This design comes from an exercise in tuning for small area on the open sky130 flow, not from production work. Only simulation tests tie the RTL to the original design; equivalence was not proved. Power figures rest on the tool's default switching activity, not on a simulated workload.

==> flow/design.v <==
module decode (input [4:0] a, output [31:0] y);
    assign y = 32'd1 << a;
endmodule
module aoi22 (input a1, a2, b1, b2, output y);
    assign y = ~((a1 & a2) | (b1 & b2));
endmodule
module aoi222 (input a1, a2, b1, b2, c1, c2, output y);
    assign y = ~((a1 & a2) | (b1 & b2) | (c1 & c2));
endmodule
module nand4m (input a, b, c, d, output y);
    assign y = ~(a & b & c & d);
endmodule
module nand3m (input a, b, c, output y);
    assign y = ~(a & b & c);
endmodule
module fin2 (input t8, t9, a1, a2, b1, b2, output y);
    assign y = ~(t8 & t9) | (a1 & a2) | (b1 & b2);
endmodule
module or3m (input a, b, c, output y);
    assign y = a | b | c;
endmodule
module rbit (input [31:0] s, input [31:0] d, output y);
    wire [9:0] t;
    wire [2:0] n;
    genvar g;
    generate for (g = 0; g < 10; g = g + 1) begin : a
        aoi222 u (s[3*g], d[3*g], s[3*g+1], d[3*g+1], s[3*g+2], d[3*g+2], t[g]);
    end endgenerate
    nand4m n0 (t[0], t[1], t[2], t[3], n[0]);
    nand4m n1 (t[4], t[5], t[6], t[7], n[1]);
    fin2 n2 (t[8], t[9], s[30], d[30], s[31], d[31], n[2]);
    or3m o (n[0], n[1], n[2], y);
endmodule
module stbit (input sa, a, sb, b, h, q, output d);
    assign d = (sa & a) | (sb & b) | (h & q);
endmodule
module fa (input a, b, ci, output s, co);
    assign s = a ^ b ^ ci;
    assign co = (a & b) | (ci & (a ^ b));
endmodule
module ha (input a, b, output s, co);
    assign s = a ^ b;
    assign co = a & b;
endmodule
module incseg #(parameter N = 11) (input [N-1:0] a, input [N-1:0] b, input ci, output [N-1:0] s, output co);
    wire [N:0] h;
    wire [N-1:0] s0;
    wire [N:0] p;
    ha u0 (a[0], b[0], s0[0], h[1]);
    genvar g;
    generate for (g = 1; g < N; g = g + 1) begin : r
        fa u (a[g], b[g], h[g], s0[g], h[g+1]);
    end endgenerate
    assign p[0] = 1'b1;
    generate for (g = 0; g < N; g = g + 1) begin : inc
        assign p[g+1] = p[g] & s0[g];
        assign s[g] = s0[g] ^ (ci & p[g]);
    end endgenerate
    assign co = h[N] | (ci & p[N]);
endmodule
module add32 (input [31:0] a, input [31:0] b, input ci, output [31:0] s, output co);
    wire [11:0] c;
    wire c22;
    assign c[0] = ci;
    genvar g;
    generate for (g = 0; g < 11; g = g + 1) begin : lo
        fa u (a[g], b[g], c[g], s[g], c[g+1]);
    end endgenerate
    incseg #(11) m1 (a[21:11], b[21:11], c[11], s[21:11], c22);
    incseg #(10) m2 (a[31:22], b[31:22], c22, s[31:22], co);
endmodule
module shr32 (input [31:0] a, input [4:0] n, output [31:0] y);
    assign y = a >> n;
endmodule
module CPU (input clk, input rst, input [31:0] instr, output reg [4:0] pc, output reg [31:0] out);
    reg [1023:0] m;
    wire [5:0]  op   = instr[31:26];
    wire [5:0]  func = instr[5:0];
    wire [4:0]  rs   = instr[25:21];
    wire [4:0]  rt   = instr[20:16];
    wire [15:0] imm  = instr[15:0];
    wire        is_r = (op == 6'd0);
    wire [4:0]  rd   = is_r ? instr[15:11] : rt;
    wire r_add = (func == 6'd1) | (func == 6'd3);
    wire r_sub = (func == 6'd2) | (func == 6'd4);
    wire r_and = (func == 6'd5);
    wire r_or  = (func == 6'd6);
    wire r_slt = (func == 6'd9);
    wire r_ok  = r_add | r_sub | r_and | r_or | r_slt;
    wire i_add = (op == 6'd2) | (op == 6'd3);
    wire i_and = (op == 6'd4);
    wire i_or  = (op == 6'd5);
    wire i_sll = (op == 6'd6);
    wire i_srl = (op == 6'd7);
    wire i_sw  = (op == 6'd8);
    wire i_lw  = (op == 6'd9);
    wire i_br  = (op[5:4] == 2'b00) & (op[3:1] == 3'b101 || op[3:2] == 2'b11);  
    wire i_slt = (op == 6'd16);
    wire i_j   = (op == 6'd1);
    wire [4:0] pb = (is_r & ~r_ok) ? instr[15:11] : rt;
    wire [31:0] sel_a, sel_b, sel_rd, sel_c;
    decode da (rs, sel_a);
    decode db (pb, sel_b);
    decode dd (rd, sel_rd);
    wire [31:0] op1, rb, mval;
    genvar b, k, i;
    generate
        for (b = 0; b < 32; b = b + 1) begin : rp
            wire [31:0] d;
            for (k = 0; k < 32; k = k + 1) begin : c
                assign d[k] = m[32*k + b];
            end
            rbit ua (sel_a, d, op1[b]);
            rbit ub (sel_b, d, rb[b]);
            rbit uc (sel_c, d, mval[b]);
        end
    endgenerate
    wire use_imm = i_add | i_and | i_or | i_sw | i_lw | i_slt;
    wire [31:0] x = use_imm ? {16'd0, imm} : rb;
    wire sub = (is_r & (r_sub | r_slt)) | i_slt | i_br;
    wire [31:0] sum;
    wire co;
    add32 ad (op1, x ^ {32{sub}}, sub, sum, co);
    wire lt = ~co;                   
    wire eq = (sum == 32'd0);        
    wire m_in = (sum[31:5] == 27'd0);
    decode dc (sum[4:0], sel_c);
    wire [31:0] op1_r, sh, sh_r;
    generate for (k = 0; k < 32; k = k + 1) begin : rv
        assign op1_r[k] = op1[31-k];
        assign sh_r[k] = sh[31-k];
    end endgenerate
    shr32 sr (i_sll ? op1_r : op1, imm[4:0], sh);
    wire sh_ok = (imm[15:5] == 11'd0);
    wire s_sum = (is_r & (r_add | r_sub)) | i_add;
    wire s_and = (is_r & r_and) | i_and;
    wire s_or  = (is_r & r_or) | i_or;
    wire s_slt = (is_r & r_slt) | i_slt;
    wire s_mem = (i_sw | i_lw) & m_in;
    wire s_cur = ~(s_sum | s_and | s_or | s_slt | i_sw | i_lw | i_sll | i_srl);
    wire [31:0] ans = ({32{s_sum}} & sum)
                    | ({32{s_and}} & (op1 & x))
                    | ({32{s_or}}  & (op1 | x))
                    | ({32{s_cur}} & x)
                    | {31'd0, s_slt & lt}
                    | ({32{i_sll & sh_ok}} & sh_r)
                    | ({32{i_srl & sh_ok}} & sh)
                    | ({32{s_mem}} & mval);
    wire [4:0] pc1 = pc + 5'd1;
    reg take;
    always @(*) begin
        case (op[2:0])
            3'd2: take = lt;           
            3'd3: take = ~eq;          
            3'd4: take = eq;           
            3'd5: take = ~lt & ~eq;    
            3'd6: take = ~lt;          
            default: take = lt | eq;   
        endcase
    end
    wire op1_lo = (op1[31:2] == 30'd0);
    wire j1 = op1_lo & (op1[1:0] == 2'd1);
    wire j2 = op1_lo & (op1[1:0] == 2'd2);
    wire j3 = op1_lo & (op1[1:0] == 2'd3);
    wire stay = (op > 6'd16) | (i_j & ~(j1 | j2 | j3));
    wire to_imm = (i_br & take) | (i_j & (j1 | j2));
    wire [4:0] next_pc = stay ? pc : to_imm ? imm[4:0] : (i_j & j3) ? m[32*22 +: 5] : pc1;
    wire [31:0] s_a = sel_rd | {32{rst}};
    wire [31:0] s_b = sel_c & {32{i_sw & m_in & ~rst}};
    wire s_j = i_j & j2 & ~rst & ~sel_rd[21];
    wire [31:0] a_z = ans & {32{~rst}};
    wire [31:0] a_o = ans | {32{rst}};
    wire [5:0] pcn = {1'b0, pc} + 6'd1;
    function [31:0] init_val(input integer w);
        case (w)
            0: init_val = 32'd78;   1: init_val = 32'd456; 2: init_val = 32'd1;
            3: init_val = 32'd89;   4: init_val = 32'd13;  5: init_val = 32'd56;
            6: init_val = 32'd267;  7: init_val = 32'd102; 8: init_val = 32'd3;
            9: init_val = 32'd51;   11: init_val = 32'd9;  14: init_val = 32'd10;
            default: init_val = 32'd0;
        endcase
    endfunction
    generate
        for (i = 0; i < 32; i = i + 1) begin : w
            wire [31:0] av = (a_z & ~init_val(i)) | (a_o & init_val(i));
            wire hold = ~(s_a[i] | s_b[i] | (i == 21 ? s_j : 1'b0));
            wire [31:0] jv = (i == 21) ? ({32{s_j}} & {26'd0, pcn}) : 32'd0;
            wire [31:0] nx;
            for (k = 0; k < 32; k = k + 1) begin : bt
                stbit u (s_a[i], av[k], s_b[i], rb[k], hold, m[32*i + k], nx[k]);
            end
            always @(posedge clk)
                m[32*i +: 32] <= nx | jv;
        end
    endgenerate
    always @(posedge clk) begin
        pc <= rst ? 5'd0 : next_pc;
        out <= a_z;
    end
endmodule
Settings: LEC_CHECK=0, CAP_MARGIN=0, CELL_PAD_IN_SITES_DETAIL_PLACEMENT=1, CELL_PAD_IN_SITES_GLOBAL_PLACEMENT=2, CORE_MARGIN=2, CORE_UTILIZATION=30, PLACE_DENSITY=0.35, SLEW_MARGIN=0, SYNTH_HIERARCHICAL=1, SYNTH_MINIMUM_KEEP_SIZE=0; clock period 20.0 ns.
standard.sh (not shown) runs the stock make flow with config.mk's settings and CLKGATE_MAP_FILE= SYNTH_SCRIPT=/design/flow/synth_recipe.tcl, a recipe that flattens the netlist after the stock synthesis.
==> flow/flow/run.sh <==
#!/bin/bash
# The standard ORFS layout (standard.sh), with two changes passed to ORFS as variables:
#  - clock tree synthesis without dummy loads, with clkbuf_8 sink buffers and larger clusters
#  - input/output port buffers of type buf_2
# Every tool's output goes to make_finish.log here; ORFS's own per-step logs are under orfs/logs.
set -euo pipefail
export CTS_ARGS="-sink_clustering_enable -repair_clock_nets -dont_use_dummy_load -buf_list sky130_fd_sc_hd__clkbuf_8 -sink_clustering_size 20 -sink_clustering_max_diameter 70"
export BUFFER_PORTS_ARGS="-buffer_cell sky130_fd_sc_hd__buf_2"
bash standard.sh finish > make_finish.log 2>&1
The first run completed and failed the layout checks on max-capacitance violations, max-slew violations.
Change:
==> flow/flow/run.sh (replaced) <==
#!/bin/bash
# The standard ORFS layout (standard.sh), with two changes passed to ORFS as variables:
#  - clock tree synthesis without dummy loads, with clkbuf_4 buffers and clusters of at most 8 sinks
#  - input/output port buffers of type buf_2
# Every tool's output goes to make_finish.log here; ORFS's own per-step logs are under orfs/logs.
set -euo pipefail
export CTS_ARGS="-sink_clustering_enable -repair_clock_nets -dont_use_dummy_load -buf_list sky130_fd_sc_hd__clkbuf_4 -sink_clustering_size 8 -sink_clustering_max_diameter 50"
export BUFFER_PORTS_ARGS="-buffer_cell sky130_fd_sc_hd__buf_2"
bash standard.sh finish > make_finish.log 2>&1
--- a/flow/config.mk
+++ b/flow/config.mk
@@ -7,3 +7,3 @@
 export LEC_CHECK = 0
-export CAP_MARGIN = 0
+export CAP_MARGIN = 10
 export CELL_PAD_IN_SITES_DETAIL_PLACEMENT = 1
@@ -12,4 +12,3 @@
 export CORE_UTILIZATION = 30
-export PLACE_DENSITY = 0.35
-export SLEW_MARGIN = 0
+export SLEW_MARGIN = 10
 export SYNTH_HIERARCHICAL = 1
The changed run finished but failed the layout checks on max-capacitance violations, max-slew violations.
Hold slack got worse by 73 ps.
Final area is lower by about 0.9%.
Total power is lower by 4.3%.
Combinational power is lower by about 6%.
Fmax is higher by about 5%.
Global-route usage is lower by 5.0 points.
Clock skew is higher by 28 ps.
Via count is lower by 1.8%.
Register-to-register slack improved by 450 ps.
Count of clock-buffer cells in the layout is higher by 55.
Worst setup slack improved by 830 ps.

-- static timing again, ports no longer ideal --
Ports are ideal in the flow. The routed layouts listed here were re-timed in OpenROAD. Step 1 assumes that a clkbuf_16 drives the clock port and a buf_2 every other input. Step 2 also shifts input and output timing later by t, the mid clock arrival at the registers, as if the neighbouring blocks saw the same clock. Slacks: ideal / step 1 / step 2; pairs: ideal / step 1.
run | t, ns | setup slack, ns | cell pins on the clock port's net
the first run | 1.038 | 2.549 / 2.598 / 1.559 | 1
the second run | 1.373 | 3.378 / 3.435 / 2.061 | 1
The setup slack of the second run, which loses most, moves by +0.057 ns with the drivers and by -1.317 ns with both steps.
